What follows belongs to an exercise in optimizing a design on an open flow for small area, a short achievable clock period and few clock cycles; a production flow would make more cautious choices. The RTL was checked by simulation tests, not by an equivalence proof against the original design.

== the baseline ==
==> flow/design.v (excerpt) <==
module cpu(
	input clk,rst,
	output [9:0] instr_Addr,
	input [15:0] instr,
	output reg [8:0] data_Addr,
	output reg [15:0] write_data,
	input [15:0] read_data,
	output write_enable
    );
localparam DS = 4;           
localparam SS = 4;           
localparam SN = 16/SS;       
integer i;
reg [9:0]  PC;
reg [15:0] IR;
reg [15:0] X, Y, ACC;
reg [3:0]  FL;               
reg [8:0]  SP;
reg        we_r;
reg        e_mem;            
reg        kill;             
assign instr_Addr   = PC;
assign write_enable = we_r;
reg        busy;
reg [2:0]  cnt;
reg        ph;               
reg        po;               
reg [16:0] R;
reg [31:0] Aq;
wire [5:0]  op  = kill ? 6'd0 : IR[15:10];
wire [15:0] imm = {{7{IR[8]}}, IR[8:0]};
wire isRI = (op==6'd32) | (op==6'd36) | (op==6'd58) | (op==6'd61);
wire isAI = (op==6'd33) | (op==6'd37) | (op==6'd59) | (op==6'd62) | (op==6'd45) |
            (op==6'd47) | (op==6'd49) | (op==6'd51) | (op==6'd53) | (op==6'd55);
wire c_sh  = (op==6'd40);
wire c_pop = (op==6'd1) & ~IR[9];
wire c_psh = (op==6'd1) & IR[9];
wire c_ld  = (op==6'd2) | (op==6'd4);
wire c_mvi = (op==6'd6);
wire c_mvr = (op==6'd7);
wire c_rad = (op==6'd8);
wire c_pow = (op==6'd9);
wire c_jmp = (op==6'd30);
wire c_ret = (op==6'd31);
wire c_add = (op==6'd32) | (op==6'd33) | (op==6'd34);
wire c_sub = (op==6'd36) | (op==6'd37) | (op==6'd38);
  ...
For scale: ~5300 cells after synthesis, about 170 flip-flops, about 35000 sq um of cells after synthesis.
clock: 165.0 ns
lec_check: 0
abc_area: 1
cap_margin: 30
core_margin: 2
core_utilization: 40
slew_margin: 20
standard.sh (not shown) runs the stock make flow with config.mk's settings and CLKGATE_MAP_FILE= SYNTH_SCRIPT=/design/flow/synth_recipe.tcl, a recipe that flattens the netlist after the stock synthesis.
==> flow/flow/run.sh <==
#!/bin/bash
# The standard layout (standard.sh, unchanged synthesis and steps), with one
# difference: the buffer that ORFS puts on every input and output port is a
# sky130_fd_sc_hd__buf_4 instead of the default choice. make's full output goes
# to standard.log here; each ORFS step keeps its own log under orfs/logs/.
set -euo pipefail
export BUFFER_PORTS_ARGS="-buffer_cell sky130_fd_sc_hd__buf_4"
bash standard.sh > standard.log 2>&1
Testbench counts of the baseline, summed over its fixed seeds: cycles 34,718.
### the baseline -> the candidate
diff --git a/flow/design.v b/flow/design.v
--- a/flow/design.v
+++ b/flow/design.v
@@ -192,31 +192,34 @@
 			cneg16[k] = x[k] ^ (s & p);
 			p = p | x[k];
 		end
 	end
 endfunction
 wire [31:0] dvd = {X, srcA};
 wire [31:0] MX  = cneg32(dvd, X[15]);
 wire [15:0] MY  = cneg16(srcB, srcB[15]);
 wire        sk16 = MX[31:16] < MY;
+wire        sk24 = (MX[31:24] == 8'd0) && (MX[23:8] < MY);
 reg  [16:0] e_r0, e_r;
 reg  [31:0] e_a0;
 reg  [15:0] e_q;
 reg  [3:0]  e_qd;
 reg  [18:0] e_m, e_d;
 reg  [19:0] e_t;
 reg         e_ge;
 integer     j;
 always @(*) begin
 	if (busy) begin
 		e_r0 = R; e_a0 = Aq;
 	end else if (c_rad) begin
 		e_r0 = 17'd0; e_a0 = {X, ACC};
+	end else if (sk24) begin
+		e_r0 = {1'b0, MX[23:8]}; e_a0 = {MX[7:0], 24'd0};
 	end else if (sk16) begin
 		e_r0 = {1'b0, MX[31:16]}; e_a0 = {MX[15:0], 16'd0};
 	end else begin
 		e_r0 = 17'd0; e_a0 = MX;
 	end
 	e_q = busy ? ACC : 16'd0;
 	e_r = e_r0;
 	e_qd = 4'd0;
 	for (j = 0; j < DS; j = j + 1) begin
@@ -237,19 +240,19 @@
 wire [31:0] da = {e_a0[27:0], e_qd};
 wire [15:0] dr = e_r[15:0];
 wire [15:0] sq = e_q;
 wire [31:0] sa = {e_a0[23:0], 8'd0};
 wire [16:0] sr = e_r;
 wire [31:0] quo = cneg32(da, X[15] ^ srcB[15]);
 wire [15:0] rem = cneg16(dr, X[15]);
 wire        d_ovf = (dvd == 32'h80000000) && (srcB == 16'hffff);
 wire        d_z   = (srcB == 16'd0);
-wire [2:0]  d_first = sk16 ? 3'd3 : 3'd7;
+wire [2:0]  d_first = sk24 ? 3'd1 : sk16 ? 3'd3 : 3'd7;
 reg e_fin;
 always @(*) begin
 	if (isDIV)      e_fin = busy && cnt == 3'd0;
 	else if (c_rad) e_fin = X[15] || (busy && cnt == SN-1);
 	else if (c_pow) e_fin = busy ? (ph && Aq[15:0] == 16'd3) : pe_le2;
 	else            e_fin = 1'b1;
 end
 wire s_sum = c_add | c_sub | c_cmp | c_inc | c_dec | c_neg;
 wire s_and = c_and | c_tst;
@@ -341,31 +344,32 @@
 wire        rY = ~i_j & (i_st ?  instr[9] : (instr[8:7] == 2'd1));
 wire        rA = ~i_j & ~i_st & (instr[8:7] == 2'd2);
 wire        rP = i_j | (~i_st & (instr[8:7] == 2'd3));
 wire        rd_hit = (rX & wX_rd) | (rY & wY_rd) | (rA & wA_rd);
 wire [15:0] wd_reg = ({16{rX}} & X_alt) | ({16{rY}} & Y_alt) | ({16{rA}} & A_alt) | ({16{rP}} & {6'd0, PC1});
 wire [15:0] wd_n   = rd_hit ? read_data : wd_reg;
 wire [8:0]  b_x    = X_alt[8:0] + instr[8:0];
 wire [8:0]  b_y    = Y_alt[8:0] + instr[8:0];
 wire [8:0]  b_rd   = read_data[8:0] + instr[8:0];
+wire [8:0]  b_addr = instr[9] ? (wX_rd ? b_rd : b_x) : (wY_rd ? b_rd : b_y);
 wire [8:0]  sp_m1  = SP_n - 9'd1;
 wire [8:0]  sp_p1  = SP_n + 9'd1;
-wire        i_b    = (iop == 6'd4) | (iop == 6'd5);
-wire        a_bx   = i_b &  instr[9] & ~wX_rd;
-wire        a_by   = i_b & ~instr[9] & ~wY_rd;
-wire        a_brd  = i_b & (instr[9] ? wX_rd : wY_rd);
-wire        a_imm  = (iop == 6'd2) | (iop == 6'd3);
-wire        a_m1   = ((iop == 6'd1) & instr[9]) | (iop == 6'd30);
-wire        a_p1   = (iop == 6'd31) & ~e_mem;
-wire        a_sp   = ~(i_b | a_imm | a_m1 | a_p1);
-wire [8:0]  da_n   = ({9{a_bx}} & b_x) | ({9{a_by}} & b_y) | ({9{a_brd}} & b_rd) |
-                     ({9{a_imm}} & instr[8:0]) | ({9{a_m1}} & sp_m1) | ({9{a_p1}} & sp_p1) |
-                     ({9{a_sp}} & SP_n);
+reg  [8:0]  da_n;
+always @(*) begin
+	case (iop)
+		6'd1:  da_n = instr[9] ? sp_m1 : SP_n;
+		6'd2, 6'd3: da_n = instr[8:0];
+		6'd4, 6'd5: da_n = b_addr;
+		6'd30: da_n = sp_m1;
+		6'd31: da_n = e_mem ? SP_n : sp_p1;
+		default: da_n = SP_n;
+	endcase
+end
 wire we_n  = ((iop == 6'd1) & instr[9]) | (iop == 6'd3) | (iop == 6'd5) | (iop == 6'd30);
 wire mem_n = (iop == 6'd1) | (iop == 6'd2) | (iop == 6'd3) | (iop == 6'd4) | (iop == 6'd5) | (iop == 6'd30);
 always @(posedge clk) begin
 	if (rst) begin
 		PC <= 10'd0; IR <= 16'd0;
 		X <= 16'd0; Y <= 16'd0; ACC <= 16'd0; FL <= 4'd0; SP <= 9'd0;
 		we_r <= 1'b0; e_mem <= 1'b0; kill <= 1'b0; data_Addr <= 9'd0; write_data <= 16'd0;
 		busy <= 1'b0; cnt <= 3'd0; ph <= 1'b0; po <= 1'b0;
 	end else begin
### Flow results
The candidate falls short of the baseline in area of the mapped netlist.
Routing usage on met3 essentially unchanged between the baseline and the candidate.
Comparing instance area at placement for the candidate and the baseline, the bigger number came from the candidate.
Going from the baseline to the candidate, the area growth from synthesis to final layout was found to have gone down by 0.33 points.
The candidate — design area about 3.7% higher, the baseline as reference
The run with more routed wire is the candidate, not the baseline.
Testbench counts of the candidate, summed over its fixed seeds: cycles 34,444.

==> separate check: timing with driven ports <==
In the flow no input, the clock included, has a driving cell. The finished layouts below were timed again as built, in two steps.
Step 1 sets driving cells, clkbuf_16 on the clock port and buf_2 on the other inputs (assumed; they add their load-dependent delay and slew).
Step 2 times the ports against the registers' clock, not the clock port: input delays grow and output delays shrink by t, the midpoint of the rising clock arrivals with the driver on.
Slacks: ideal / step 1 / step 2; pairs: ideal / step 1.
run	t, ns	setup WS [ns]	slew at the worst register clock pin (ns)	worst slew at a driven data input, ns
the baseline	0.578	129.712 / 129.758 / 129.180	0.09 / 0.09	0.05
the candidate	0.544	129.680 / 129.716 / 129.172	0.09 / 0.09	0.04
After both steps every run listed still meets setup and hold. For the baseline, which loses most, drivers alone change the setup slack by +0.046 ns; drivers and shift together by -0.532 ns.
